This is an optimization exercise on Yosys and OpenROAD, whose aim is small area, not a production implementation.
Only simulation tests tie the RTL to the original design; equivalence was not proved.
Power and IR drop assume default switching activity. The flow treats the clock pin as an ideal source, which a real chip does not have.

File: flow/flow/downsize.tcl
# Shrink each logic cell to the smallest drive strength of its family. The
# design has several ns of slack at its period; the resizer's later
# repair_design restores drive wherever a slew or load limit needs it.
set dont_use [split $::env(DONT_USE_CELLS)]
set n 0
set saved 0.0
foreach inst [get_cells *] {
  set master [get_property $inst ref_name]
  if { ![regexp {^(sky130_fd_sc_hd__[a-z0-9]+)_([0-9]+)$} $master -> base sz] } { continue }
  if { [regexp {^sky130_fd_sc_hd__(df|ed|sd|dl|tap|fill|decap|conb|clk|probe|lpflow)} $master] } { continue }
  set cur [lindex [get_lib_cells */$master] 0]
  set best $master
  set best_area [get_property $cur area]
  set area0 $best_area
  foreach lc [get_lib_cells */${base}_*] {
    set name [get_property $lc name]
    if { ![regexp "^${base}_\[0-9\]+\$" $name] } { continue }
    if { [lsearch -exact $dont_use $name] >= 0 } { continue }
    set a [get_property $lc area]
    if { $a < $best_area } {
      set best $name
      set best_area $a
    }
  }
  if { $best ne $master } {
    replace_cell $inst $best
    incr n
    set saved [expr {$saved + $area0 - $best_area}]
  }
}
puts "downsize.tcl: replaced $n cells, [format %.1f $saved] um2 less"
File: flow/flow/abc_area.script
&get -n
&st
&dch
&nf -p
&st
&syn2
&dch
&nf -p
&st
&syn2
&dch
&nf -p
&st
&syn2
&dch
&nf -p
&st
&dch
&nf -R 1000 -p
&put
File: flow/standard.sh
#!/bin/bash
# synth_recipe.tcl (not shown) runs the flow's synth.tcl, then flattens the netlist and writes it again
# the make line also repeats each setting of config.mk as NAME=value (left out here)
make -C /OpenROAD-flow-scripts/flow DESIGN_CONFIG=/design/flow/config.mk WORK_HOME=/design/flow/orfs CLKGATE_MAP_FILE= SYNTH_SCRIPT=/design/flow/synth_recipe.tcl "${@:-finish}"
File: flow/design.v
`timescale 1ns / 1ps
module facedet_display(
    input wire clk,
    input wire rst,
    output wire [14:0] rd_addr,
    input wire [19:0] ii_rddata,
    input wire detected_flag,
    input wire continuous,
    output wire vga_hsync,
    output wire vga_vsync,
    output wire [3:0] vga_r,
    output wire [3:0] vga_g,
    output wire [3:0] vga_b
    );
    reg [9:0] hpos;
    reg [9:0] vcnt;
    always @(posedge clk) begin
        if (rst) begin
            hpos <= 10'd623;
            vcnt <= 10'd730;
        end else if (hpos == 10'd398) begin
            hpos <= 10'd623;
            vcnt <= (vcnt == 10'd734) ? 10'd210 : vcnt + 10'd1;
        end else begin
            hpos <= hpos + 10'd1;
        end
    end
    wire rows = ((vcnt >= 10'd390) && (vcnt <= 10'd509));
    wire addr_en = rows && ((hpos >= 10'd864));
    wire data_en = rows && ((hpos >= 10'd867) || (hpos <= 10'd2));
    wire addr_clr = ((vcnt == 10'd700) && (hpos != 10'd623)) || ((vcnt >= 10'd701) && (vcnt <= 10'd734));
    reg [9:0] addr_hi;
    always @(posedge clk) begin
        if (addr_clr)
            addr_hi <= 10'd0;
        else if (addr_en && (hpos[4:0] == 5'd31))
            addr_hi <= addr_hi + 10'd1;
    end
    assign rd_addr = {addr_hi, addr_en ? hpos[4:0] : 5'd0};
    reg [639:0] ring;
    wire [3:0] above = ring[639:636];
    wire [3:0] feed = data_en ? ii_rddata[3:0] : (addr_clr ? 4'd0 : above);
    always @(posedge clk)
        ring <= {ring[635:0], feed};
    wire [3:0] diff = ii_rddata[3:0] - above;
    reg [3:0] row_buff;
    reg [3:0] bw_reg;
    reg [3:0] grey;
    always @(posedge clk) begin
        if (addr_clr)
            row_buff <= 4'd0;
        else if (data_en)
            row_buff <= diff;
        bw_reg <= data_en ? diff - row_buff : 4'd0;
        grey <= bw_reg;
    end
    reg cont_q, det_q;
    always @(posedge clk) begin
        cont_q <= continuous;
        det_q <= detected_flag;
    end
    wire rect = ((hpos >= 10'd724) && (hpos <= 10'd823)) && ((vcnt >= 10'd310) && (vcnt <= 10'd410));
    wire vwin = (vcnt[9:4] == 6'd22) && (vcnt[3:0] != 4'd0);
    wire [2:0] ady = vcnt[3] ? vcnt[2:0] : 3'd0 - vcnt[2:0];
    wire hin_a = (hpos[9:5] == 5'd3) && (hpos[4:0] <= 5'd11);
    wire hin_b = (hpos[9:5] == 5'd2) && (hpos[4:0] >= 5'd29);
    wire [2:0] adx = (hin_a && (hpos[4:2] != 3'd0)) ? hpos[2:0] - 3'd4 : 3'd4 - hpos[2:0];
    reg dot_t;
    always @* begin
        case ({adx, ady})
            6'd0: dot_t = 1'b1;
            6'd1: dot_t = 1'b1;
            6'd2: dot_t = 1'b1;
            6'd3: dot_t = 1'b1;
            6'd4: dot_t = 1'b1;
            6'd5: dot_t = 1'b1;
            6'd6: dot_t = 1'b1;
            6'd7: dot_t = 1'b1;
            6'd8: dot_t = 1'b1;
            6'd9: dot_t = 1'b1;
            6'd10: dot_t = 1'b1;
            6'd11: dot_t = 1'b1;
            6'd12: dot_t = 1'b1;
            6'd13: dot_t = 1'b1;
            6'd14: dot_t = 1'b1;
            6'd15: dot_t = 1'b1;
            6'd16: dot_t = 1'b1;
            6'd17: dot_t = 1'b1;
            6'd18: dot_t = 1'b1;
            6'd19: dot_t = 1'b1;
            6'd20: dot_t = 1'b1;
            6'd21: dot_t = 1'b1;
            6'd22: dot_t = 1'b1;
            6'd24: dot_t = 1'b1;
            6'd25: dot_t = 1'b1;
            6'd26: dot_t = 1'b1;
            6'd27: dot_t = 1'b1;
            6'd28: dot_t = 1'b1;
            6'd29: dot_t = 1'b1;
            6'd30: dot_t = 1'b1;
            6'd32: dot_t = 1'b1;
            6'd33: dot_t = 1'b1;
            6'd34: dot_t = 1'b1;
            6'd35: dot_t = 1'b1;
            6'd36: dot_t = 1'b1;
            6'd37: dot_t = 1'b1;
            6'd40: dot_t = 1'b1;
            6'd41: dot_t = 1'b1;
            6'd42: dot_t = 1'b1;
            6'd43: dot_t = 1'b1;
            6'd44: dot_t = 1'b1;
            6'd45: dot_t = 1'b1;
            6'd48: dot_t = 1'b1;
            6'd49: dot_t = 1'b1;
            6'd50: dot_t = 1'b1;
            6'd51: dot_t = 1'b1;
            6'd56: dot_t = 1'b1;
            6'd57: dot_t = 1'b1;
            default: dot_t = 1'b0;
        endcase
    end
    wire dot = vwin && (hin_a || hin_b) && dot_t;
    wire xr = (rect && !cont_q) || (dot && !det_q);
    wire xg = (rect && !cont_q) || (dot && det_q);
    wire xb = rect && cont_q;
    assign vga_hsync = !((hpos >= 10'd257) && (hpos <= 10'd352));
    assign vga_vsync = !((vcnt == 10'd701) || ((vcnt == 10'd700) && ((hpos >= 10'd627) || (hpos <= 10'd398))) ||
                         ((vcnt == 10'd702) && ((hpos >= 10'd623) && (hpos <= 10'd626))));
    assign vga_r = {4{xr}} | grey;
    assign vga_g = {4{xg}} | grey;
    assign vga_b = {4{xb}} | grey;
endmodule
File: flow/flow/run.sh
#!/bin/bash
# Standard layout with four changes: ABC maps the logic with an area-oriented
# script (the flip-flops and their names are those of the standard
# synthesis), logic cells are shrunk to their smallest drive after
# floorplanning, port buffers use the smallest buffer cell, and clock tree
# synthesis runs without dummy loads and with larger sink clusters.
set -euo pipefail
here=$(pwd)
cp -r "$FLOW_HOME/scripts" "$here/scripts"
cp "$here/flow/abc_area.script" "$here/scripts/abc_speed.script"
export SCRIPTS_DIR=$here/scripts
export POST_FLOORPLAN_TCL=$here/flow/downsize.tcl
export BUFFER_PORTS_ARGS="-buffer_cell sky130_fd_sc_hd__buf_1"
export CTS_ARGS="-sink_clustering_enable -repair_clock_nets -dont_use_dummy_load -sink_clustering_size 36 -sink_clustering_max_diameter 100"
bash standard.sh > $here/standard.log 2>&1
File: flow/constraint.sdc
create_clock -name core_clock -period 12.0 [get_ports {clk}]
set_input_delay 2.4000 -clock core_clock [delete_from_list [all_inputs] [get_ports {clk}]]
set_output_delay 2.4000 -clock core_clock [all_outputs]
set_load 0.01 [all_outputs]
File: flow/config.mk
export PLATFORM = sky130hd
export DESIGN_NAME = facedet_display
export DESIGN_NICKNAME = facedet_display
export VERILOG_FILES = /design/flow/design.v
export SDC_FILE = /design/flow/constraint.sdc
export NUM_CORES = 4
export LEC_CHECK = 0
export CAP_MARGIN = 20
export CORE_MARGIN = 2
export CORE_UTILIZATION = 45
export PLACE_DENSITY = 0.6
export SLEW_MARGIN = 20
==> flow_results.org, run 1 <==
** Outcome
- The flow ran to the end and the layout has no timing, DRC or antenna violations.

** Synthesis
- Top cells by area, synth :: dfxtp_1 89%, ha_1 1.2%, nand2_1 0.95%
- Most used flip-flop cell after synthesis :: dfxtp_1
- After synthesis, the share of cell area in mux cells is less than 1%.
- Synthesis handed over a netlist of 958 instances.
- After synthesis the netlist holds a flip-flop and latch count of between 600 and 700.
- Counting flops with an async set or reset pin after synthesis yields a share of 0%.
- Compound-cell area share of the yosys netlist :: 3.22%
- Yosys Warn Count :: 1
- Share of the yosys chip area belonging to registers :: approximately 90%
- Cell type with the highest aggregate area in the netlist :: dfxtp_1
- Main combinational cell family by area after synthesis :: simple AND/OR/NAND/NOR gates
- Share of the synthesized area in the top cell type :: slightly below 90%
- After synthesis, the mean cell area works out to 16.0 sq um.
- Count of flip-flops with a built-in enable after synthesis :: 0
- Synthesized-area fraction occupied by xor and xnor cells :: 0.799%
- Post-Synth Simple-Gate Area :: 4.74%
- Adder and majority cell fraction of the synthesized area :: about 1.5%
- Cell area after synthesis :: between 15000 and 20000 sq um
- Number of nets in the synthesized netlist :: 999
- Distinct cell type count after synthesis :: 42

** Global routing
- Entering global routing, the biggest net connects 37 pins.
- The initial antenna violation count came to 0.
- Vias in the first global route :: approximately 5700
- Global-route congestion overflow total :: 0
- Total routing resource utilization after global routing :: under 10%
- Wire length of the first global-routing pass :: between 20000 and 30000 um

** STA
- Setup clock skew after layout :: 54.3 ps
- Final setup violation count :: 0
- Worst-case hold slack :: 309 ps
- Setup_tns :: 0 ps
- Final hold violation count :: 0
- For the pin with the worst max-slew slack, the measured transition is roughly 900 ps.
- Of the available clock period, the critical path in the final layout requires 46.6%.
- Post-layout minimum cycle time :: between 5000 and 6000 ps
- The final count of pins violating max slew came to 0.
- In this run the tightest slew margin relative to its limit is 39.6%.
- Setup repair after global routing left no endpoint under its margin.
- Timing would allow up to between 150 and 200 MHz.

** Layout
- Relative to the synthesized area, the layout overhead comes to 8.38%.
- Most common cell after layout, fill and taps aside :: dfxtp_1
- Cells with a size suffix above 1 make up under 10% of the layout.
- Final std cells w/o fill :: around 1500
- Diode count :: 0
- Highest-count cells in the layout ignoring fill and taps :: 684 x dfxtp_1, 39 x nand2_1, 36 x buf_1
- Layout Nets :: approximately 1100
- Register with the most flip-flops :: ring
- Number of flip-flops under the largest register name :: between 600 and 700

** Drt
- Drt pass-1 iters :: 4
- Dividing the detail-routed via count by the number of cells gives 4.18.
- Number of nets with antenna violations after routing :: 0
- Average routed wire per standard cell :: 11.7 um
- For this run, design rule violations remaining after detail routing come to 0.
- After the first detailed-routing iteration, the DRC count stood at roughly 320.
- The detailed router placed 6132 vias in this run.
- Wire length reported by the detailed router :: approximately 17000 um

** Placed design
- Port buffering added 36 buffers.
- Counting tap cells, the placed design contains a total of between 1000 and 1500 instances.
- The congestion estimate from routability-driven global placement came to between 0.8 and 0.9.
- HPWL after DPL :: between 9000 and 10000 um

** Critical path
- Max incr delay on CP :: between 400 and 500 ps
- On the critical path, the stage with the largest delay is an instance of dfxtp_1.
- Data arrival at the endpoint of the critical path :: 3190 ps
- The worst setup path is of the register to primary output kind.
- Top fanout value on the critical path :: 8
- STA classifies the critical path endpoint as a primary output.
- The worst setup path is launched from a register.
- Broken down by cell family, the worst path's largest delay share belongs to simple AND/OR/NAND/NOR gates.
- Ordered cell list for the critical path :: and2_0, nand4_1, a21oi_1, nand2_1, mux2i_1, clkinv_1, o211ai_1, nand3_1, o21bai_1, or2_0, buf_1
- Required time of the critical path :: between 9000 and 10000 ps
- The number of buffers and inverters on the critical path is 2.

** Flow run
- The tool flagged a number of max-cap violations equal to 0.

** Floorplanning
- Placeable core region :: around 34000 sq um
- Chip height :: 189 um
- Width of the chip :: 189 um
- Number of ports placed on the die boundary :: 53
- Effective utilization at floorplan :: between 40 and 50%
- Area enclosed by the die boundary :: around 36000 sq um
- FP Rows :: 67

** Clocking
- Number of cells upsized or downsized after cts :: 0
- Hold-fix buffer count after cts :: 0
- Root buffer cell :: clkbuf_16
- # H-tree levels :: 1
- In this run the deepest clock path goes through 3 buffers.
- Number of buffers inserted during clock tree synthesis :: 23
- Clock edge transition at the registers on the reported setup and hold paths :: 120 ps
- Clock latency on the worst-skew pair :: around 550 ps
- CTS tree :: built
- Clock tree sinks :: 684
- Post-CTS timing repair inserted 0 buffers for setup.

** Power
- Pwr Density :: between 150 and 200 nW/um^2
- Leakage dissipation :: 0.00648 uW
- Overall power consumption after layout is estimated at between 3000 and 4000 uW.
- Worst IR drop on VDD :: ~0.00011 V

** Min path
- Kind of path behind the tightest hold check :: register to register
layer usage:
metal	vias up	share of wire (%)	track usage (%)	wire length, um
met3	32	4.2	1.97	720
li1	3199	-	-	-
met2	101	36	12.9	6200
met4	0	2.9	3.34	507
met1	2800	57	15.5	9770
met5	-	0	0	0
through the flow:
stage / utilization, % / area (sq um) / setup WS, ps
detailed placement: 47.9 / 16100 / 7000
floorplan: - / 15300 / 7630
finish: 49.6 / 16600 / 6410
global placement: 47.9 / 16100 / 7010
CTS: 49.6 / 16600 / 6390
global route: 49.6 / 16600 / 6070
cells by family after synthesis:
group / count (synthesis)
XOR/XNOR: 14
AO/OA/AOI/OAI: 77
AND/OR/NAND/NOR: 148
buffers and inverters: 16
multiplexers: 2
adder cells (fa/ha/maj): 17
flip-flops: 684
final timing paths:
path	startpoint	end	depth (start not counted)	slack, ps
worst max-delay path	hpos[6]	vga_r[2]	11	6410
worst max register to register	vcnt[0]	addr_hi[4]	11	9120
worst min-delay path	ring[422]	ring[426]	0	310
worst min register to register	ring[422]	ring[426]	0	310
layout make-up:
| type | count | area [sq um] |
|---|---|---|
| fillers | 2830 | 16900 |
| flip-flops and latches | 684 | 13700 |
| multi-input cells | 258 | 1590 |
| clock buffers | 23 | 576 |
| well taps | 448 | 561 |
| repair buffers | 38 | 150 |
| inverters | 16 | 60.1 |
synthesized netlist by cell type (5+ instances only):
master	number
o21ai_0	16
nand3_1	13
xnor2_1	7
ha_1	15
a21oi_1	19
a211oi_1	6
nor2_1	34
dfxtp_1	684
nor2b_1	7
or2_0	5
nor3_1	11
nand4_1	7
xor2_1	7
and3_1	7
clkinv_1	16
a31oi_1	5
a21o_1	6
nand2_1	39
nand2b_1	11
report_power, final:
group	switching [uW]	total, uW	internal [uW]
logic	21.1	37.2	16.1
clock network	585	934	349
registers	12.6	2290	2280
total	619	3260	2640
==> run 2, diff against run 1 <==
--- a/flow/flow/run.sh
+++ b/flow/flow/run.sh
@@ -11,5 +11,5 @@
 export SCRIPTS_DIR=$here/scripts
 export POST_FLOORPLAN_TCL=$here/flow/downsize.tcl
 export BUFFER_PORTS_ARGS="-buffer_cell sky130_fd_sc_hd__buf_1"
-export CTS_ARGS="-sink_clustering_enable -repair_clock_nets -dont_use_dummy_load -sink_clustering_size 36 -sink_clustering_max_diameter 100"
+export CTS_ARGS="-sink_clustering_enable -repair_clock_nets -dont_use_dummy_load -sink_clustering_size 40 -sink_clustering_max_diameter 50"
 bash standard.sh > $here/standard.log 2>&1
--- a/flow/config.mk
+++ b/flow/config.mk
@@ -7,6 +7,6 @@
 export LEC_CHECK = 0
 export CAP_MARGIN = 20
 export CORE_MARGIN = 2
-export CORE_UTILIZATION = 45
-export PLACE_DENSITY = 0.6
+export CORE_UTILIZATION = 70
+export PLACE_DENSITY = 0.85
 export SLEW_MARGIN = 20
==> flow_results.org, run 2 <==
** Outcome
- The run finished with no timing, DRC or antenna violations.

** Synthesis
- The count of cell types in the netlist came to 42 (unchanged).
- Flop and latch count out of synthesis :: 684 (unchanged)
- The sequential area share after synthesis was 89.2% (unchanged).
- The netlist area before placement came to 15300 sq um (unchanged).
- Among all flip-flop cells after synthesis, the most frequent one is dfxtp_1.
- Top cell types by occurrence after synthesis :: 684 x dfxtp_1, 39 x nand2_1, 34 x nor2_1, 19 x a21oi_1
- Cell type with the highest aggregate area in the netlist :: dfxtp_1
- The cell count after synthesis is 958 (unchanged).
- The number of nets in the synthesized netlist was 999 (unchanged).
- Syn Area/Cell :: 16.0 sq um (unchanged)
- Count of flip-flops with a built-in enable after synthesis :: 0 (unchanged)
- Yosys Warn Count :: 1 (unchanged)
- The share of flip-flops with an asynchronous set or reset came to 0% (unchanged).
- In the post-synthesis netlist, the biggest area contributors are dfxtp_1 89%, ha_1 1.2%, nand2_1 0.95%.
- Among all cell types in the netlist, the one instantiated most often is dfxtp_1.
- The area fraction of the dominant cell type after synthesis was 89.2% (unchanged).

** STA
- Setup repair after global routing left no endpoint under its margin.
- Transition at the pin with the smallest max-transition slack :: 900 ps (-0.370 ps)
- Final setup violation count :: 0 (unchanged)
- The time the final worst path needs with I/O delays and setup came to 5680 ps (+88.9 ps).
- Final hold violation count :: 0 (unchanged)
- Setup clock skew after layout :: 78.1 ps (+23.8 ps)
- Crit share post-route :: 47.3% (+0.74 points)
- The peak clock frequency supported by timing was 176 MHz (-1.6%).
- The worst path setup slack after routing was 6320 ps (-88.9 ps).
- Setup_tns :: 0 ps (unchanged)
- Worst relative slew slack :: 39.6% (about the same)
- The final count of pins violating max slew is 0 (unchanged).

** Clocking
- Clock latency on the worst-skew pair :: 540 ps (about the same)
- CTS tree :: built
- Clock tree sinks :: 684 (unchanged)
- Clock edge transition at the registers on the reported setup and hold paths :: 110 ps (about the same)
- The number of clock buffers inserted by TritonCTS came to 34 (+48%).
- The buffer levels on the longest clock path was 3 (unchanged).
- Hold-fix buffer count after cts :: 0 (unchanged)
- Number of cells upsized or downsized after cts :: 0 (unchanged)
- The number of buffers added for setup after CTS is 0 (unchanged).
- # H-tree levels :: 2 (+1)
- Root buffer cell :: clkbuf_16

** Drt
- The detailed-routing iteration count for the pre-antenna-repair pass is 6 (+2).
- The ratio of routed vias to standard cells was 4.96 (+19%).
- Average routed wire per standard cell :: 17.5 um (+50%)
- The remaining routing DRC violations came to 0 (unchanged).
- The number of nets with antenna violations after detailed routing was 0 (unchanged).
- The routed wire length is 23000 um (+34%).
- Via count of the routed design :: 6501 (+6.0%)
- Starting DRC count in detailed routing :: 467 (+45%)

** Flow run
- Reported max-cap violation count :: 0 (unchanged)

** Power
- Part of the total power dissipated in combinational logic :: 1.2% (about the same)
- Leakage dissipation :: 0.00661 uW (+2.1%)
- The cell area power density is 208 nW/um^2 (+6.1%).
- The net switching power came to 673 uW (+8.7%).
- Sequential fraction of design power :: 65.9% (-4.3 points)
- Switching share of total power :: 19.4% (+0.38 points)
- Clk pwr share :: 32.9% (+4.2 points)
- Internal power summed over all cells :: 2800 uW (+6.0%)
- The maximum vdd ir drop was 0.000161 V (+50%).

** Layout
- Proportion of layout cells with a drive suffix above 1 :: 3.50% (+1.0 points)
- The library cell used most frequently in the layout, excluding fill and tap cells, is dfxtp_1.
- ring holds more flip-flops than any other register.
- Synth-to-layout area growth :: 8.81%
- The number of flip-flops in the largest register came to 640 (unchanged).
- Final instance area :: 16700 sq um (+0.39%)
- Diode count :: 0 (unchanged)
- The net total in the final layout was 1073 (+1.0%).
- Highest-count cells in the layout ignoring fill and taps :: 684 x dfxtp_1, 39 x nand2_1, 36 x buf_1
- The post-layout utilization of the core was 77.0% (+27 points).

** Global routing
- The maximum number of pins on one net before global-route repair is 38 (+2.7%).
- Initial antenna violation count :: 0 (unchanged)
- The wire length of the first global-routing pass was 36600 um (+27%).
- The total congestion overflow after global routing was 0 (unchanged).
- The number of global-route vias before repair is 6626 (+15%).
- Total routing resource utilization after global routing :: 20.2% (+10 points)

** Floorplanning
- The chip width was 152 um (-19%).
- Number of ports placed on the die boundary :: 53 (unchanged)
- Area enclosed by the die boundary :: 23100 sq um (-35%)
- FP Rows :: 54 (-19%)
- Placeable core region :: 21700 sq um (-35%)
- The height of the die is 152 um (-19%).
- Effective utilization at floorplan :: 70.8% (+25 points)

** Placed design
- Pre-CTS worst setup slack :: 7000 ps (+8.62 ps)
- The post-DP HPWL came to 11600 um (+21%).
- The port buffer count is 36 (unchanged).
- The weighted congestion reported at the end of routability-driven placement came to 0.902 (+6.1%).
- The post-place instance area was 15800 sq um (-1.3%).

** Critical path
- Kind of capture point of the worst setup path :: primary output
- The critical path data arrival time was 3280 ps (+90 ps).
- By startpoint and endpoint, the worst setup path is classified as register to primary output.
- Startpoint type of the worst setup path :: register
- Top fanout value on the critical path :: 8 (unchanged)
- Required time of the critical path :: 9600 ps (about the same)

** Min path
- Kind of path behind the tightest hold check :: register to register
==> run 2: routing by layer <==
layer	vias up	share of wire [%]	global-route usage [%]
met5	-	0	0
met2	166	48	33.5
li1	3218	-	-
met3	49	4.1	3.42
met4	0	2.4	5.83
met1	3068	45	27.9
==> run 2: cells by family after synthesis <==
group | after synthesis | share of synthesized area [%]
flip-flops | 684 | 89.2
AND/OR/NAND/NOR | 148 | 4.74
AO/OA/AOI/OAI | 77 | 3.22
adder cells (fa/ha/maj) | 17 | 1.48
buffers and inverters | 16 | 0.391
XOR/XNOR | 14 | 0.799
multiplexers | 2 | 0.130
==> run 2: power groups by stage <==
| stage | Combinational [uW] | Sequential, uW | Clock, uW |
|---|---|---|---|
| after floorplan | 29.0 | 2340 | 0 |
| after global placement | 36.2 | 2340 | 0 |
| after detailed placement | 38.1 | 2340 | 0 |
| after CTS | 40.0 | 2290 | 1170 |
| after global routing | 44.8 | 2290 | 1250 |
| final | 41.0 | 2290 | 1140 |
==> run 2: worst max-delay path, cell delays in order (launching register included) <==
cell      delay (ps)
dfxtp_1          520
and2_0           350
nand4_1          120
a21oi_1          310
nand2_1          120
mux2i_1          200
clkinv_1         120
o211ai_1         270
nand3_1          110
o21bai_1         290
or2_0            180
buf_1            160
==> run 2: area by class of cell <==
type	instances	area, sq um
fill	1141	4990
sequential	684	13700
multi-input combinational	258	1590
timing repair buffer	38	150
inverter	16	60.1
clock buffer	34	851
tap	280	350
==> run 2: final timing paths <==
path,slack [ps],cells past startpoint,start,to
hold / removal,290,0,ring[120],ring[124]
setup reg to reg,8930,11,vcnt[0],addr_hi[6]
hold reg to reg,290,0,ring[120],ring[124]
setup / recovery,6320,11,hpos[6],vga_r[2]
==> run 2: per-stage QoR <==
step / total power [uW] / hold slack (ps) / instances
3_3_place_gp: 2370 / 311 / 1276
4_1_cts: 3500 / 290 / 1310
2_1_floorplan: 2360 / 310 / 958
3_5_place_dp: 2380 / 312 / 1276
5_1_grt: 3580 / 282 / 1310
6_report: 3470 / 286 / 1310
==> run 3, diff against run 2 <==
--- a/flow/design.v
+++ b/flow/design.v
@@ -17,18 +17,18 @@
     always @(posedge clk) begin
         if (rst) begin
             hpos <= 10'd623;
-            vcnt <= 10'd730;
+            vcnt <= 10'd234;
         end else if (hpos == 10'd398) begin
             hpos <= 10'd623;
-            vcnt <= (vcnt == 10'd734) ? 10'd210 : vcnt + 10'd1;
+            vcnt <= (vcnt == 10'd238) ? 10'd738 : vcnt + 10'd1;
         end else begin
             hpos <= hpos + 10'd1;
         end
     end
-    wire rows = ((vcnt >= 10'd390) && (vcnt <= 10'd509));
+    wire rows = ((vcnt >= 10'd918) || (vcnt <= 10'd13));
     wire addr_en = rows && ((hpos >= 10'd864));
     wire data_en = rows && ((hpos >= 10'd867) || (hpos <= 10'd2));
-    wire addr_clr = ((vcnt == 10'd700) && (hpos != 10'd623)) || ((vcnt >= 10'd701) && (vcnt <= 10'd734));
+    wire addr_clr = ((vcnt == 10'd204) && (hpos != 10'd623)) || ((vcnt >= 10'd205) && (vcnt <= 10'd238));
     reg [9:0] addr_hi;
     always @(posedge clk) begin
         if (addr_clr)
@@ -59,8 +59,8 @@
         cont_q <= continuous;
         det_q <= detected_flag;
     end
-    wire rect = ((hpos >= 10'd724) && (hpos <= 10'd823)) && ((vcnt >= 10'd310) && (vcnt <= 10'd410));
-    wire vwin = (vcnt[9:4] == 6'd22) && (vcnt[3:0] != 4'd0);
+    wire rect = ((hpos >= 10'd724) && (hpos <= 10'd823)) && ((vcnt >= 10'd838) && (vcnt <= 10'd938));
+    wire vwin = (vcnt[9:4] == 6'd55) && (vcnt[3:0] != 4'd0);
     wire [2:0] ady = vcnt[3] ? vcnt[2:0] : 3'd0 - vcnt[2:0];
     wire hin_a = (hpos[9:5] == 5'd3) && (hpos[4:0] <= 5'd11);
     wire hin_b = (hpos[9:5] == 5'd2) && (hpos[4:0] >= 5'd29);
@@ -124,8 +124,8 @@
     wire xg = (rect && !cont_q) || (dot && det_q);
     wire xb = rect && cont_q;
     assign vga_hsync = !((hpos >= 10'd257) && (hpos <= 10'd352));
-    assign vga_vsync = !((vcnt == 10'd701) || ((vcnt == 10'd700) && ((hpos >= 10'd627) || (hpos <= 10'd398))) ||
-                         ((vcnt == 10'd702) && ((hpos >= 10'd623) && (hpos <= 10'd626))));
+    assign vga_vsync = !((vcnt == 10'd205) || ((vcnt == 10'd204) && ((hpos >= 10'd627) || (hpos <= 10'd398))) ||
+                         ((vcnt == 10'd206) && ((hpos >= 10'd623) && (hpos <= 10'd626))));
     assign vga_r = {4{xr}} | grey;
     assign vga_g = {4{xg}} | grey;
     assign vga_b = {4{xb}} | grey;
--- a/flow/flow/run.sh
+++ b/flow/flow/run.sh
@@ -11,5 +11,5 @@
 export SCRIPTS_DIR=$here/scripts
 export POST_FLOORPLAN_TCL=$here/flow/downsize.tcl
 export BUFFER_PORTS_ARGS="-buffer_cell sky130_fd_sc_hd__buf_1"
-export CTS_ARGS="-sink_clustering_enable -repair_clock_nets -dont_use_dummy_load -sink_clustering_size 40 -sink_clustering_max_diameter 50"
+export CTS_ARGS="-sink_clustering_enable -repair_clock_nets -dont_use_dummy_load -sink_clustering_size 20 -sink_clustering_max_diameter 100 -buf_list sky130_fd_sc_hd__clkbuf_8 -root_buf sky130_fd_sc_hd__clkbuf_16"
 bash standard.sh > $here/standard.log 2>&1
--- a/flow/config.mk
+++ b/flow/config.mk
@@ -7,6 +7,6 @@
 export LEC_CHECK = 0
 export CAP_MARGIN = 20
 export CORE_MARGIN = 2
-export CORE_UTILIZATION = 70
-export PLACE_DENSITY = 0.85
+export CORE_UTILIZATION = 45
+export PLACE_DENSITY = 0.6
 export SLEW_MARGIN = 20
==> flow_results.org, run 3 <==
** Floorplanning
- The initial core utilization is 45.7% (-25 points).
- Area enclosed by the die boundary :: 35500 sq um (+54%)
- The number of rows in the core area is 67 (+24%).
- The core box area was 33500 sq um (+55%).
- The number of placed I/O pins came to 53 (unchanged).
- Width of the chip :: 188 um (+24%)
- The height of the die came to 188 um (+24%).

** Outcome
- The flow ran to the end and the layout has no timing, DRC or antenna violations.

** Drt
- Drt pass-1 iters :: 4 (-2)
- Number of nets with antenna violations after routing :: 0 (unchanged)
- Remaining routing DRC violations :: 0 (unchanged)
- Via count of the routed design :: 6281 (-3.4%)
- Wire length reported by the detailed router :: 17600 um (-23%)
- Average routed wire per standard cell :: 12.0 um (-32%)
- Starting DRC count in detailed routing :: 273 (-42%)
- The ratio of routed vias to standard cells came to 4.26 (-14%).

** Placed design
- The weighted congestion reported at the end of routability-driven placement is 0.822 (-8.8%).
- Number of placed cells counting well taps :: 1435 (+12%)
- Number of I/O port buffers :: 36 (unchanged)
- HPWL after DPL :: 9630 um (-17%)

** Global routing
- Met1 Use GR :: 16.0% (-12 points)
- Most utilized layer in the global route result :: met1
- The maximum number of pins on one net before global-route repair is 21 (-45%).
- The met3 capacity usage during global routing came to 2.46% (-0.96 points).
- The wire length of the first global-routing pass is 30000 um (-18%).
- The total congestion overflow after global routing was 0 (unchanged).
- Total routing resource utilization after global routing :: 10.1% (-10 points)
- The initial antenna violation count was 0 (unchanged).
- The global-route met2 utilization came to 13.1% (-20 points).
- Vias in the first global route :: 5997 (-9.5%)

** STA
- Highest clock frequency the design can meet :: 180 MHz (+2.0%)
- Final setup violation count :: 0 (unchanged)
- Worst relative slew slack :: 34.8% (-4.8 points)
- RSZ-0062 raised after global routing :: no
- The slew of the pin with the lowest slew margin came to 966 ps (+65.5 ps).
- The final clock skew came to 58.4 ps (-19.7 ps).
- Setup_tns :: 0 ps (unchanged)
- Crit share post-route :: 46.3% (-0.95 points)
- The final count of pins violating max slew was 0 (unchanged).
- The number of hold violations in the final report came to 0 (unchanged).
- Post-layout minimum cycle time :: 5560 ps (-114 ps)

** Synthesis
- Share of the synthesized area in the top cell type :: 89.4% (+0.19 points)
- Share of the yosys chip area belonging to registers :: 89.4% (+0.19 points)
- Cell type with the highest aggregate area in the netlist :: dfxtp_1
- Syn Area/Cell :: 16.2 sq um (+0.84%)
- Yosys instantiated no cell more often than dfxtp_1.
- Top cell types by occurrence after synthesis :: 684 x dfxtp_1, 29 x nor2_1, 26 x nand2_1, 25 x a21oi_1, 20 x o21ai_0
- The share of flip-flops with an asynchronous set or reset is 0% (unchanged).
- Number of nets in the synthesized netlist :: 989 (-1.0%)
- In the synthesized netlist the dominant register cell turns out to be dfxtp_1.
- The netlist area before placement was 15300 sq um (-0.21%).
- The cell count after synthesis came to 948 (-1.0%).
- The count of cell types in the netlist came to 43 (+2.4%).
- The post-synthesis sequential element count was 684 (unchanged).
- The number of enable-type register cells in the synthesized netlist was 0 (unchanged).
- The total of warnings raised by yosys is 1 (unchanged).
- By area the synthesized netlist is led by dfxtp_1 89%, ha_1 1.2%, a21oi_1 0.82%.

** Layout
- Number of flip-flops under the largest register name :: 640 (unchanged)
- Most common cell after layout, fill and taps aside :: dfxtp_1
- The number of antenna diodes came to 0 (unchanged).
- Leaving out fill and tap cells, the most frequent cells in the layout are 684 x dfxtp_1, 36 x buf_1, 35 x clkbuf_8.
- The net total in the final layout is 1070 (-0.28%).
- Register with the most flip-flops :: ring
- Synth-to-layout area growth :: 8.65%
- The count of placed standard cells in the final layout, fillers left out was 1475 (+13%).
- Proportion of layout cells with a drive suffix above 1 :: 4.19% (+0.69 points)

** Critical path
- Reg2Reg Depth :: 9 (-2)
- The endpoint identified for the worst register-to-register timing path is addr_hi[9].
- The setup path with the least slack is of type register to primary output.
- The minimum setup slack among reg-to-reg paths came to 8970 ps (+40 ps).
- Kind of capture point of the worst setup path :: primary output
- The highest net fanout along the worst path came to 11 (+3).
- STA classifies the critical path startpoint as a register.
- Worst reg2reg startpoint :: vcnt[1]
- Timing startpoint of the critical path :: hpos[0]
- Data arrival at the endpoint of the critical path :: 3160 ps (-120 ps)
- The required time of the critical path was 9600 ps (about the same).

** Clocking
- The level count of the clock H-tree came to 2 (unchanged).
- Clock edge transition at the registers on the reported setup and hold paths :: 110 ps (about the same)
- Hold-fix buffer count after cts :: 0 (unchanged)
- Clock latency on the worst-skew pair :: 510 ps (-30 ps)
- The number of clock buffers inserted by TritonCTS came to 40 (+18%).
- The number of buffers added for setup after CTS is 0 (unchanged).
- Root buffer cell :: clkbuf_16
- The clock net sink count came to 684 (unchanged).
- TritonCTS built the clock tree.
- Buffer levels on the longest clock path :: 3 (unchanged)
- Number of cells upsized or downsized after cts :: 0 (unchanged)

** Min path
- Launch instance of the worst min-delay path :: ring[268]
- WHS Endpoint :: ring[272]
- Kind of path behind the tightest hold check :: register to register
- The hold-critical path depth came to 0 (unchanged).

** Power
- The leakage power total came to 0.00651 uW (-1.6%).
- The maximum vdd ir drop was 0.000110 V (-32%).
- The cell area power density is 196 nW/um^2 (-5.8%).

** Flow run
- Reported max-cap violation count :: 0 (unchanged)
-- run 3: cell count changes in the layout (fill, tap and decap cells not counted), sizes merged, moves of 5 or more --
cell,delta
and3,+6
nand2,-13
nor2b,-5
nor4,+5
clkbuf,+6
a21oi,+6
nor2,-5
-- run 3: how the worst max path moves through the flow --
stage	depth (start not counted)	to
3_5_place_dp	12	vga_g[0]
2_1_floorplan	11	vga_g[0]
5_1_grt	12	vga_g[2]
4_1_cts	12	vga_g[0]
3_3_place_gp	12	vga_g[0]
6_report	12	vga_g[0]
-- run 3: area by class of cell --
type	instances	area, sq um
clock buffers	40	607
fillers	2867	16900
inverters	16	60.1
multi-input cells	248	1560
flip-flops and latches	684	13700
well taps	448	561
repair buffers	39	158
-- run 3: metal layers --
layer | up-vias | share of wire (%)
met3 | 44 | 4.5
met5 | - | 0
li1 | 3233 | -
met1 | 2879 | 57
met4 | 0 | 2.5
met2 | 125 | 36
-- run 3: critical path: stages (launching register included) --
cell and delay, ps:
dfxtp_1 570, ha_1 340, nand4b_1 140, nand4_1 120
nor2_1 230, a21oi_1 100, a31oi_1 210, o2111ai_1 150
nand4_1 180, clkinv_1 80, a21oi_1 300, nand2b_1 100
buf_1 130
-- run 3: through the flow --
stage	setup WS, ps	power, uW	utilization [%]	cell area (sq um)	hold slack (ps)
6_report	6440	3260	49.6	16600	258
5_1_grt	6120	3390	49.6	16600	265
4_1_cts	6470	3300	49.6	16600	257
3_5_place_dp	7020	2370	47.8	16000	312
3_3_place_gp	7060	2370	47.8	16000	312
2_1_floorplan	7490	2360	-	15300	310
-- run 3: cell families (layout without fill, tap and decap cells) --
group / after synthesis / count (layout) / share of synthesized area, %
AO/OA/AOI/OAI: 81 / 81 / 3.29
XOR/XNOR: 10 / 10 / 0.572
adder cells (fa/ha/maj): 17 / 17 / 1.49
buffers and inverters: 16 / 95 / 0.392
flip-flops: 684 / 684 / 89.4
multiplexers: 2 / 2 / 0.131
AND/OR/NAND/NOR: 138 / 138 / 4.70
-- run 3: power by group --
part | total [uW] | switching, uW | leakage (uW) | internal, uW
sequential | 2290 | 11.7 | 0.00552 | 2270
clock | 939 | 598 | 0.000313 | 341
combinational | 35.1 | 21.0 | 0.000678 | 14.1
==> run 4, diff against run 3 <==
--- a/flow/flow/run.sh
+++ b/flow/flow/run.sh
@@ -11,5 +11,5 @@
 export SCRIPTS_DIR=$here/scripts
 export POST_FLOORPLAN_TCL=$here/flow/downsize.tcl
 export BUFFER_PORTS_ARGS="-buffer_cell sky130_fd_sc_hd__buf_1"
-export CTS_ARGS="-sink_clustering_enable -repair_clock_nets -dont_use_dummy_load -sink_clustering_size 20 -sink_clustering_max_diameter 100 -buf_list sky130_fd_sc_hd__clkbuf_8 -root_buf sky130_fd_sc_hd__clkbuf_16"
+export CTS_ARGS="-sink_clustering_enable -repair_clock_nets -dont_use_dummy_load -sink_clustering_size 36 -sink_clustering_max_diameter 100"
 bash standard.sh > $here/standard.log 2>&1
==> flow_results.org, run 4 <==
** Outcome
- Run status :: timing/DRC/antenna clean

** Floorplanning
- Chip height :: 188 um (unchanged)
- Width of the chip :: 188 um (unchanged)
- Area enclosed by the die boundary :: 35500 sq um (unchanged)
- Effective utilization at floorplan :: 45.7% (unchanged)
- FP Rows :: 67 (unchanged)
- The core box area came to 33500 sq um (unchanged).
- The number of placed I/O pins came to 53 (unchanged).

** Drt
- The remaining routing DRC violations was 0 (unchanged).
- Highest metal layer used by the detailed router :: met4
- The met1 wire length is 9910 um (-0.99%).
- Via count of the routed design :: 6228 (-0.84%)
- The number of nets with antenna violations after detailed routing was 0 (unchanged).
- Average routed wire per standard cell :: 12.0 um (about the same)
- The ratio of routed vias to standard cells came to 4.27 (+0.31%).
- The routed wire length was 17400 um (-1.1%).
- The violation count after the first detailed-routing iteration came to 296 (+8.4%).
- The met2 wire length came to 6350 um (-0.59%).
- The total length of routed met3 wires is 684 um (-14%).
- Drt pass-1 iters :: 4 (unchanged)

** Placed design
- Placer congestion estimate :: 0.822 (unchanged)
- Number of placed cells counting well taps :: 1435 (unchanged)
- The port buffer count came to 36 (unchanged).
- The post-DP HPWL is 9630 um (unchanged).
- Pre-CTS worst setup slack :: 7020 ps (unchanged)

** Global routing
- Wire length of the first global-routing pass :: 29600 um (-1.3%)
- The global router's overall resource usage came to 9.90% (-0.20 points).
- The maximum number of pins on one net before global-route repair came to 37 (+76%).
- Initial antenna violation count :: 0 (unchanged)
- Vias in the first global route :: 5868 (-2.2%)
- Global-route congestion overflow total :: 0 (unchanged)

** Synthesis
- Cell area after synthesis :: 15300 sq um (unchanged)
- Dominant cell by count in the synthesized netlist :: dfxtp_1
- Main combinational cell family by area after synthesis :: simple AND/OR/NAND/NOR gates
- Proportion of synthesized flip-flops having asynchronous set or reset :: 0% (unchanged)
- The multiplexer fraction of the synthesized cell area is 0.131% (unchanged).
- Post-Synth Simple-Gate Area :: 4.70% (unchanged)
- Number of nets in the synthesized netlist :: 989 (unchanged)
- Count of mapped cells out of synthesis :: 948 (unchanged)
- The biggest area contributor in the post-synthesis netlist is dfxtp_1.
- Flop and latch count out of synthesis :: 684 (unchanged)
- Top cell types by occurrence after synthesis :: 684 x dfxtp_1, 29 x nor2_1, 26 x nand2_1, 25 x a21oi_1, 20 x o21ai_0
- Compound-cell area share of the yosys netlist :: 3.29% (unchanged)
- The sequential area share after synthesis came to 89.4% (unchanged).
- The total of warnings raised by yosys was 1 (unchanged).
- The post-synthesis xor/xnor area fraction came to 0.572% (unchanged).
- Yosys attributes the largest share of cell area to dfxtp_1 89%, ha_1 1.2%, a21oi_1 0.82%.
- Syn Area/Cell :: 16.2 sq um (unchanged)
- Count of flip-flops with a built-in enable after synthesis :: 0 (unchanged)
- Most used flip-flop cell after synthesis :: dfxtp_1
- The count of cell types in the netlist was 43 (unchanged).
- The area fraction of the dominant cell type after synthesis was 89.4% (unchanged).
- Adder and majority cell fraction of the synthesized area :: 1.49% (unchanged)

** Critical path
- Kind of capture point of the worst setup path :: primary output
- The critical path is of the register to primary output type.
- The highest net fanout along the worst path came to 11 (unchanged).
- The most critical setup path has its startpoint at hpos[0].
- Worst reg2reg startpoint :: vcnt[0]
- Critical Path Slowest Stage Cell :: dfxtp_1
- The critical path data arrival time came to 3200 ps (+40 ps).
- Ordered cell list for the critical path :: ha_1, nand4b_1, nand4_1, nor2_1, a21oi_1, a31oi_1, o2111ai_1, nand4_1, clkinv_1, a21oi_1, nand2b_1, buf_1
- Reg2Reg Depth :: 8 (-1)
- Reg-to-reg slack, setup :: 8980 ps (about the same)
- In this run the critical register-to-register path is captured at addr_hi[9].
- The biggest cell delay along the critical path came to 580 ps (about the same).
- The required time of the critical path was 9600 ps (about the same).
- STA classifies the critical path startpoint as a register.

** Power
- The maximum vdd ir drop was 0.000100 V (-8.9%).
- Leakage dissipation :: 0.00648 uW (-0.46%)
- The cell area power density is 196 nW/um^2 (+0.16%).

** Layout
- The top cell types in the final layout, fill and taps aside, are 684 x dfxtp_1, 36 x buf_1, 29 x nor2_1.
- Layout Nets :: 1053 (-1.6%)
- Synth-to-layout area growth :: 8.45%
- Register with the most flip-flops :: ring
- Number of flip-flops under the largest register name :: 640 (unchanged)
- The post-layout utilization of the core is 49.5% (-0.093 points).
- The library cell used most frequently in the layout, excluding fill and tap cells, is dfxtp_1.
- Diode count :: 0 (unchanged)
- The share of post-route cells with drive strength above 1 was 2.57% (-1.6 points).
- The count of placed standard cells in the final layout, fillers left out came to 1458 (-1.2%).

** STA
- Transition at the pin with the smallest max-transition slack :: 948 ps (-18.0 ps)
- Crit share post-route :: 46.7% (+0.31 points)
- The worst max-slew margin expressed relative to the limit is 36.0% (+1.2 points).
- Final setup violation count :: 0 (unchanged)
- Setup clock skew after layout :: 48.0 ps (-10.5 ps)
- The peak clock frequency supported by timing is 179 MHz (-0.67%).
- The number of hold violations in the final report was 0 (unchanged).
- RSZ-0062 raised after global routing :: no
- The time the final worst path needs with I/O delays and setup came to 5600 ps (+37.6 ps).
- Setup slack of the critical path after layout :: 6400 ps (-37.6 ps)
- The final count of pins violating max slew is 0 (unchanged).
- The total negative slack for setup checks is 0 ps (unchanged).

** Clocking
- The clock net sink count came to 684 (unchanged).
- Root buffer cell :: clkbuf_16
- Clock latency on the worst-skew pair :: 550 ps (+40 ps)
- The CTS clock-pin slew for the worst setup and hold paths is 110 ps (about the same).
- Number of buffers inserted during clock tree synthesis :: 23 (-43%)
- Buffer levels on the longest clock path :: 3 (unchanged)
- Buffers inserted by post-CTS timing repair :: 0 (unchanged)
- The level count of the clock H-tree was 1 (-1).
- Hold-fix buffer count after cts :: 0 (unchanged)
- TritonCTS built the clock tree.
- The post-CTS resize count came to 0 (unchanged).

** Flow run
- The number of maximum-capacitance constraint violations is 0 (unchanged).

** Min path
- The startpoint identified for the worst hold timing path is ring[272].
- The hold-critical path depth was 0 (unchanged).
- The min-delay analysis places its worst path in the category register to register.
- The path with the worst hold slack has its endpoint at ring[276].
## run 4: cell counts after synthesis
No cell type changed its count.
## run 4: worst max-delay path by stage
stage	to	slack (ps)
6_report	vga_g[0]	6400
3_3_place_gp	vga_g[0]	7060
2_1_floorplan	vga_g[0]	7490
3_5_place_dp	vga_g[0]	7020
5_1_grt	vga_g[2]	6080
4_1_cts	vga_g[0]	6420
## run 4: metal layers
layer,global-route usage [%],vias up
met5,0,-
li1,-,3198
met4,3.13,0
met1,16.0,2881
met2,13.1,111
met3,1.83,38
## run 4: kinds of logic after synthesis
kind of cell | count (synthesis)
compound gates | 81
xor+xnor | 10
fa+ha+maj | 17
buf+inv | 16
flops | 684
mux | 2
simple gates | 138
## run 4: through the flow
stage / hold slack [ps] / cell area [sq um] / total power, uW
2_1_floorplan: 310 / 15300 / 2360
3_3_place_gp: 312 / 16000 / 2370
3_5_place_dp: 312 / 16000 / 2370
4_1_cts: 275 / 16600 / 3290
5_1_grt: 272 / 16600 / 3380
6_report: 278 / 16600 / 3260
## run 4: area by class of cell
type / count / area, sq um
fillers: 2859 / 16900
flip-flops and latches: 684 / 13700
multi-input cells: 248 / 1560
clock buffers: 23 / 576
well taps: 448 / 561
repair buffers: 39 / 158
inverters: 16 / 60.1
## run 4: worst max-delay path, delay by kind of cell, from the launching register on
| kind | cells | cell delay, ps |
|---|---|---|
| DFF | 1 | 580 |
| adders and majority gates | 1 | 350 |
| and+or+nand+nor | 5 | 770 |
| buffers and inverters | 2 | 210 |
| AOI/OAI and AO/OA | 4 | 760 |
## run 4: power breakdown
| group | switching [uW] | internal [uW] | leakage (uW) |
|---|---|---|---|
| sequential | 11.7 | 2280 | 0.00552 |
| combinational | 21.0 | 14.1 | 0.000678 |
| clock | 588 | 349 | 0.000283 |
==> run 5, diff against run 4 <==
--- a/flow/flow/run.sh
+++ b/flow/flow/run.sh
@@ -11,5 +11,5 @@
 export SCRIPTS_DIR=$here/scripts
 export POST_FLOORPLAN_TCL=$here/flow/downsize.tcl
 export BUFFER_PORTS_ARGS="-buffer_cell sky130_fd_sc_hd__buf_1"
-export CTS_ARGS="-sink_clustering_enable -repair_clock_nets -dont_use_dummy_load -sink_clustering_size 36 -sink_clustering_max_diameter 100"
+export CTS_ARGS="-sink_clustering_enable -repair_clock_nets -dont_use_dummy_load -sink_clustering_size 36 -sink_clustering_max_diameter 100 -sink_clustering_buffer sky130_fd_sc_hd__clkbuf_16 -buf_list sky130_fd_sc_hd__clkbuf_4 -root_buf sky130_fd_sc_hd__clkbuf_8"
 bash standard.sh > $here/standard.log 2>&1
--- a/flow/config.mk
+++ b/flow/config.mk
@@ -8,5 +8,6 @@
 export CAP_MARGIN = 20
 export CORE_MARGIN = 2
 export CORE_UTILIZATION = 45
+export GPL_TIMING_DRIVEN = 0
 export PLACE_DENSITY = 0.6
 export SLEW_MARGIN = 20
==> flow_results.org, run 5 <==
** STA
- The slew of the pin with the lowest slew margin is 819 ps (-129 ps).
- Worst relative slew slack :: 44.7% (+8.7 points)
- Highest clock frequency the design can meet :: 177 MHz (-0.65%)
- The final hold slack was 289 ps (+10.7 ps).
- Final setup violation count :: 0 (unchanged)
- The final count of pins violating max slew came to 0 (unchanged).
- Setup_tns :: 0 ps (unchanged)
- RSZ-0062 raised after global routing :: no
- The time the final worst path needs with I/O delays and setup came to 5640 ps (+36.7 ps).
- The final cycle utilization of the critical path came to 47.0% (+0.31 points).
- The number of hold violations in the final report came to 0 (unchanged).
- The final clock skew was 59.8 ps (+11.8 ps).

** Clocking
- Clock tree sinks :: 684 (unchanged)
- TritonCTS built the clock tree.
- The cell sitting at the root of the clock tree is a clkbuf_8.
- The CTS clock-pin slew for the worst setup and hold paths is 120 ps (about the same).
- Buffer levels on the longest clock path :: 3 (unchanged)
- The clock latency reported for the late side of the worst-skew pair was 630 ps (+80 ps).
- The number of clock buffers inserted by TritonCTS was 22 (-4.3%).
- # H-tree levels :: 1 (unchanged)
- The number of hold-repair buffers added at the cts stage was 0 (unchanged).
- The number of buffers added for setup after CTS was 0 (unchanged).
- Number of cells upsized or downsized after cts :: 0 (unchanged)

** Min path
- Kind of path behind the tightest hold check :: register to register
- The startpoint identified for the worst hold timing path is ring[484].
- The hold-critical path depth came to 0 (unchanged).
- For hold timing, the worst endpoint is ring[488].

** Layout
- Proportion of layout cells with a drive suffix above 1 :: 2.68% (+0.10 points)
- Register with the most flip-flops :: ring
- The net total in the final layout is 1051 (-0.19%).
- Diode count :: 0 (unchanged)
- The post-layout utilization of the core is 49.4% (-0.15 points).
- The count of placed standard cells in the final layout, fillers left out is 1456 (-0.14%).
- Compared with the post-synthesis result, the final layout area differs by 8.11%.
- In the layout the commonest cells are 684 x dfxtp_1, 36 x buf_1, 29 x nor2_1.
- Final instance area :: 16600 sq um (-0.31%)
- Number of flip-flops under the largest register name :: 640 (unchanged)
- The library cell used most frequently in the layout, excluding fill and tap cells, is dfxtp_1.

** Drt
- Average via count per standard cell :: 4.24 (-0.80%)
- Starting DRC count in detailed routing :: 313 (+5.7%)
- Drt pass-1 iters :: 7 (+3)
- The remaining routing DRC violations is 0 (unchanged).
- Wire length reported by the detailed router :: 17100 um (-2.1%)
- Via count of the routed design :: 6170 (-0.93%)
- The number of nets with antenna violations after detailed routing is 0 (unchanged).
- Average routed wire per standard cell :: 11.7 um (-2.0%)

** Floorplanning
- The number of placed I/O pins was 53 (unchanged).
- FP Rows :: 67 (unchanged)
- The core box area is 33500 sq um (unchanged).
- The height of the die is 188 um (unchanged).
- The floorplan die area came to 35500 sq um (unchanged).
- The initial core utilization came to 45.7% (unchanged).
- The chip width was 188 um (unchanged).

** Critical path
- STA classifies the critical path startpoint as a register.
- Reg-to-reg slack, setup :: 9070 ps (+90 ps)
- The endpoint identified for the worst register-to-register timing path is addr_hi[9].
- Worst reg2reg startpoint :: vcnt[1]
- Worst setup path category :: register to primary output
- The required time of the critical path was 9600 ps (about the same).
- The highest net fanout along the worst path is 11 (unchanged).
- The critical path data arrival time is 3240 ps (+40 ps).
- Reg2Reg Depth :: 9 (+1)
- STA classifies the critical path endpoint as a primary output.

** Synthesis
- Count of flip-flops with a built-in enable after synthesis :: 0 (unchanged)
- The netlist area before placement came to 15300 sq um (unchanged).
- Ranked by instance count, the synthesized netlist is headed by 684 x dfxtp_1, 29 x nor2_1, 26 x nand2_1, 25 x a21oi_1, 20 x o21ai_0.
- The count of cell types in the netlist is 43 (unchanged).
- Top cells by area, synth :: dfxtp_1 89%, ha_1 1.2%, a21oi_1 0.82%
- The number of nets in the synthesized netlist was 989 (unchanged).
- Proportion of synthesized flip-flops having asynchronous set or reset :: 0% (unchanged)
- Among all cell types in the netlist, the one instantiated most often is dfxtp_1.
- Count of mapped cells out of synthesis :: 948 (unchanged)
- Summed over all instances, the cell type with the most area after synthesis is dfxtp_1.
- The sequential area share after synthesis is 89.4% (unchanged).
- Share of the synthesized area in the top cell type :: 89.4% (unchanged)
- Flop and latch count out of synthesis :: 684 (unchanged)
- Among all flip-flop cells after synthesis, the most frequent one is dfxtp_1.
- Yosys Warn Count :: 1 (unchanged)
- Syn Area/Cell :: 16.2 sq um (unchanged)

** Power
- Leakage dissipation :: 0.00645 uW (-0.46%)
- The maximum vdd ir drop came to 0.0000912 V (-8.8%).
- Pwr Density :: 194 nW/um^2 (-1.3%)

** Placed design
- The weighted congestion reported at the end of routability-driven placement is 0.810 (-1.5%).
- The placed cell count is 1434 (-0.070%).
- HPWL after DPL :: 9380 um (-2.5%)
- Placed instance area :: 16000 sq um (about the same)
- The port buffer count is 36 (unchanged).

** Global routing
- The maximum number of pins on one net before global-route repair was 37 (unchanged).
- The global router's overall resource usage was 9.64% (-0.26 points).
- Initial antenna violation count :: 0 (unchanged)
- The total congestion overflow after global routing was 0 (unchanged).
- Wire length of the first global-routing pass :: 28700 um (-3.2%)
- Vias in the first global route :: 5697 (-2.9%)

** Flow run
- The number of maximum-capacitance constraint violations was 0 (unchanged).

** Outcome
- The run finished with no timing, DRC or antenna violations.
-- run 5: cell counts after synthesis --
Identical to the previous run, type by type.
-- run 5: kinds of logic after synthesis --
group | synth area share (%)
AND/OR/NAND/NOR | 4.70
buffers and inverters | 0.392
multiplexers | 0.131
AO/OA/AOI/OAI | 3.29
adder cells (fa/ha/maj) | 1.49
XOR/XNOR | 0.572
flip-flops | 89.4
-- run 5: how the worst max path moves through the flow --
stage                       start  endpoint  slack, ps  cells past startpoint
after detailed placement  hpos[0]  vga_g[3]       7010                     12
after CTS                 hpos[0]  vga_g[3]       6330                     12
final                     hpos[0]  vga_g[3]       6360                     12
after global routing      hpos[0]  vga_g[2]       5980                     12
after global placement    hpos[0]  vga_g[0]       7060                     12
after floorplan           hpos[0]  vga_g[0]       7490                     11
-- run 5: final cells by class --
class                           instances  area (sq um)
Sequential cell                       684         13700
Fill cell                            2869         17000
Tap cell                              448           561
Inverter                               16          60.1
Multi-Input combinational cell        248          1570
Clock buffer                           22           517
Timing Repair Buffer                   38           151
-- run 5: where the power goes --
group | leakage, uW | switching [uW] | internal [uW]
Clock | 0.000256 | 576 | 310
Combinational | 0.000675 | 21.2 | 14.1
Sequential | 0.00552 | 11.7 | 2280
-- run 5: worst max-delay path, cell delays in order, from the launching register on --
cell	delay, ps
dfxtp_1	590
ha_1	350
nand4b_1	140
nand4_1	120
nor2_1	230
a21oi_1	100
a31oi_1	220
o2111ai_1	150
nand4_1	180
clkinv_1	90
a21oi_1	280
nand2b_1	80
buf_1	130
-- run 5: stage by stage --
step	setup WS [ps]	power, uW
after floorplan	7490	2360
after global placement	7060	2370
after detailed placement	7010	2370
after CTS	6330	3240
after global routing	5980	3330
final	6360	3210
-- run 5: routing by layer --
layer	part of all wire [%]	track usage [%]	up-vias
met5	0	0	-
li1	-	-	3194
met2	36	12.5	126
met3	4.6	1.88	29
met4	2.3	2.85	0
met1	57	15.9	2821
==> run 6, diff against run 5 <==
--- a/flow/config.mk
+++ b/flow/config.mk
@@ -7,7 +7,7 @@
 export LEC_CHECK = 0
 export CAP_MARGIN = 20
 export CORE_MARGIN = 2
-export CORE_UTILIZATION = 45
+export CORE_UTILIZATION = 50
 export GPL_TIMING_DRIVEN = 0
-export PLACE_DENSITY = 0.6
+export PLACE_DENSITY = 0.65
 export SLEW_MARGIN = 20
==> flow_results.org, run 6 <==
** Clocking
- Clock edge transition at the registers on the reported setup and hold paths :: 120 ps (about the same)
- Number of buffers inserted during clock tree synthesis :: 22 (unchanged)
- CTS placed an instance of clkbuf_8 at the clock tree root.
- The post-CTS resize count came to 0 (unchanged).
- The buffer levels on the longest clock path was 3 (unchanged).
- Hold-fix buffer count after cts :: 0 (unchanged)
- Clock latency on the worst-skew pair :: 640 ps (about the same)
- TritonCTS built the clock tree.
- # H-tree levels :: 1 (unchanged)
- The clock net sink count was 684 (unchanged).
- Buffers inserted by post-CTS timing repair :: 0 (unchanged)

** Placed design
- The pre-CTS setup slack came to 6960 ps (-43.8 ps).
- The weighted congestion reported at the end of routability-driven placement came to 0.899 (+11%).
- HPWL after DPL :: 9760 um (+4.0%)
- The port buffer count came to 36 (unchanged).

** Layout
- Layout Nets :: 1051 (unchanged)
- Register with the most flip-flops :: ring
- The number of flip-flops in the largest register came to 640 (unchanged).
- Highest-count cells in the layout ignoring fill and taps :: 684 x dfxtp_1, 36 x buf_1, 29 x nor2_1
- The post-layout utilization of the core was 54.3% (+5.0 points).
- Diode count :: 0 (unchanged)
- The library cell used most frequently in the layout, excluding fill and tap cells, is dfxtp_1.
- The share of post-route cells with drive strength above 1 was 2.68% (unchanged).
- Synth-to-layout area growth :: 7.71%

** Synthesis
- The biggest area contributor in the post-synthesis netlist is dfxtp_1.
- The number of enable-type register cells in the synthesized netlist was 0 (unchanged).
- Top cell types by occurrence after synthesis :: 684 x dfxtp_1, 29 x nor2_1, 26 x nand2_1, 25 x a21oi_1, 20 x o21ai_0
- Cell area after synthesis :: 15300 sq um (unchanged)
- In the post-synthesis netlist, the cell with the most instances is dfxtp_1.
- The area fraction of the dominant cell type after synthesis was 89.4% (unchanged).
- The total of warnings raised by yosys came to 1 (unchanged).
- Share of the yosys chip area belonging to registers :: 89.4% (unchanged)
- In the post-synthesis netlist, the biggest area contributors are dfxtp_1 89%, ha_1 1.2%, a21oi_1 0.82%.
- Most used flip-flop cell after synthesis :: dfxtp_1
- Count of mapped cells out of synthesis :: 948 (unchanged)
- Syn Area/Cell :: 16.2 sq um (unchanged)
- Distinct cell type count after synthesis :: 43 (unchanged)
- The share of flip-flops with an asynchronous set or reset is 0% (unchanged).
- The number of nets in the synthesized netlist is 989 (unchanged).
- The post-synthesis sequential element count was 684 (unchanged).

** Flow run
- Reported max-cap violation count :: 0 (unchanged)

** Critical path
- Worst reg2reg startpoint :: vcnt[1]
- The worst setup path is captured at a primary output.
- Max incr delay on CP :: 600 ps (about the same)
- Reg2Reg Depth :: 9 (unchanged)
- Critical Path Slowest Stage Cell :: dfxtp_1
- The highest net fanout along the worst path came to 11 (unchanged).
- Ordered cell list for the critical path :: ha_1, nand4b_1, nand4_1, nor2_1, a21oi_1, a31oi_1, o2111ai_1, nand4_1, clkinv_1, a21oi_1, nand2b_1, buf_1
- Worst setup path category :: register to primary output
- The endpoint identified for the worst register-to-register timing path is addr_hi[9].
- STA classifies the critical path startpoint as a register.
- The critical path data arrival time came to 3310 ps (+70 ps).
- Reg-to-reg slack, setup :: 8810 ps (-260 ps)
- Required time of the critical path :: 9600 ps (about the same)

** Min path
- Kind of path behind the tightest hold check :: register to register
- WHS Endpoint :: ring[538]
- Hold-critical path depth :: 0 (unchanged)
- Launch instance of the worst min-delay path :: ring[534]

** Drt
- Starting DRC count in detailed routing :: 379 (+21%)
- Via count of the routed design :: 6132 (-0.62%)
- Routed wire length on met3 :: 772 um (-1.5%)
- Wire length reported by the detailed router :: 17300 um (+1.1%)
- Number of nets with antenna violations after routing :: 0 (unchanged)
- Average via count per standard cell :: 4.37 (+3.1%)
- The met2 wire length came to 6360 um (+3.5%).
- Drt pass-1 iters :: 5 (-2)
- Highest metal layer used by the detailed router :: met4
- The routed wirelength normalized by instance count is 12.3 um (+4.8%).
- The remaining routing DRC violations was 0 (unchanged).
- Routed metal-1 wire length :: 9690 um (-0.55%)

** STA
- The final cycle utilization of the critical path came to 47.6% (+0.62 points).
- The worst max-slew margin expressed relative to the limit is 29.8% (-15 points).
- Highest clock frequency the design can meet :: 175 MHz (-1.3%)
- Final number of max-transition violations :: 0 (unchanged)
- Final setup violation count :: 0 (unchanged)
- The total negative slack for setup checks was 0 ps (unchanged).
- The worst path setup slack after routing was 6290 ps (-74.1 ps).
- The final clock skew was 60.0 ps (+0.206 ps).
- The number of hold violations in the final report is 0 (unchanged).
- The slew of the pin with the lowest slew margin is 1040 ps (+221 ps).
- Setup repair after global routing left no endpoint under its margin.
- Post-layout minimum cycle time :: 5710 ps (+74.1 ps)

** Floorplanning
- Number of ports placed on the die boundary :: 53 (unchanged)
- The number of rows in the core area was 64 (-4.5%).
- Chip height :: 179 um (-5.0%)
- The chip width is 179 um (-5.0%).
- The floorplan die area came to 32000 sq um (-9.8%).
- The initial core utilization came to 50.5% (+4.8 points).
- Placeable core region :: 30300 sq um (-9.5%)

** Global routing
- Global-route congestion overflow total :: 0 (unchanged)
- The maximum number of pins on one net before global-route repair came to 37 (unchanged).
- The wire length of the first global-routing pass was 28500 um (-0.67%).
- The initial antenna violation count came to 0 (unchanged).
- The global router's overall resource usage came to 11.0% (+1.4 points).
- Vias in the first global route :: 5667 (-0.53%)

** Power
- The leakage power total came to 0.00645 uW (about the same).
- Pwr Density :: 195 nW/um^2 (+0.45%)
- The maximum vdd ir drop was 0.0000987 V (+8.2%).

** Outcome
- The flow ran to the end and the layout has no timing, DRC or antenna violations.
run 6: worst max path at each step:
stage | slack (ps) | startpoint | endpoint | cells after the start
final | 6290 | hpos[0] | vga_g[1] | 12
after global routing | 6030 | hpos[0] | vga_g[2] | 12
after CTS | 6290 | hpos[0] | vga_g[1] | 12
after detailed placement | 6960 | hpos[0] | vga_g[1] | 12
after global placement | 7050 | hpos[0] | vga_g[0] | 12
after floorplan | 7490 | hpos[0] | vga_g[0] | 11
run 6: area by class of cell:
class / count / area, sq um
clock buffers: 22 / 517
fillers: 2422 / 13900
repair buffers: 38 / 154
inverters: 16 / 60.1
flip-flops and latches: 684 / 13700
well taps: 396 / 495
multi-input cells: 248 / 1570
run 6: stage by stage:
step	cell area [sq um]	hold WS (ps)	total power, uW	instances
after global placement	15900	311	2370	1380
after floorplan	15300	310	2360	948
after detailed placement	16000	312	2370	1382
after global routing	16500	302	3320	1404
after CTS	16500	294	3240	1404
final	16500	286	3210	1404
run 6: kinds of logic (layout without fill, tap and decap cells):
kind of cell,after synthesis,after routing,synth area share [%]
buffers and inverters,16,76,0.392
xor gates and xnor gates,10,10,0.572
AOI/OAI and AO/OA,81,81,3.29
and+or+nand+nor,138,138,4.70
DFF,684,684,89.4
adders and majority gates,17,17,1.49
muxes,2,2,0.131
run 6: layer usage:
layer	up-vias	track usage [%]
li1	3205	-
met1	2786	17.9
met2	108	14.8
met3	33	1.93
met4	0	3.25
met5	-	0
run 6: critical path: cells and delay by family (launching register included):
| family | cells | cell delay, ps |
|---|---|---|
| and+or+nand+nor | 5 | 790 |
| adders and majority gates | 1 | 330 |
| buffers and inverters | 2 | 210 |
| AOI/OAI and AO/OA | 4 | 790 |
| DFF | 1 | 600 |
run 6: power by group:
group	switching, uW	leakage, uW	internal [uW]
Clock	578	0.000256	309
Sequential	11.8	0.00552	2280
Combinational	21.0	0.000675	14.1

re-timing with driven ports:
Ports are ideal in the flow. The routed layouts listed here were re-timed in OpenROAD.
Step 1, drivers: a clkbuf_16 drives clk and a buf_2 each remaining input, both assumed.
Step 2 adds t to the input delays and takes it off the output delays; t is the mean of the earliest and latest rising clock arrival at the registers after step 1. Input paths then give back, and output paths get back, about the clock's delay inside the block.
Slacks: ideal / step 1 / step 2; pairs: ideal / step 1.
| run | shift t [ns] | setup WS [ns] | hold slack, ns | worst setup path at the end |
|---|---|---|---|---|
| run 1 | 0.579 | 6.414 / 6.363 / 6.941 | 0.309 / 0.309 / 0.309 | register to output |
| run 2 | 0.549 | 6.325 / 6.279 / 6.828 | 0.286 / 0.286 / 0.286 | register to output |
| run 3 | 0.524 | 6.439 / 6.395 / 6.920 | 0.258 / 0.258 / 0.258 | register to output |
| run 4 | 0.575 | 6.401 / 6.355 / 6.930 | 0.278 / 0.278 / 0.278 | register to output |
| run 5 | 0.645 | 6.364 / 6.320 / 6.965 | 0.289 / 0.289 / 0.289 | register to output |
| run 6 | 0.646 | 6.290 / 6.251 / 6.897 | 0.286 / 0.286 / 0.286 | register to output |
After both steps every run listed still meets setup and hold.
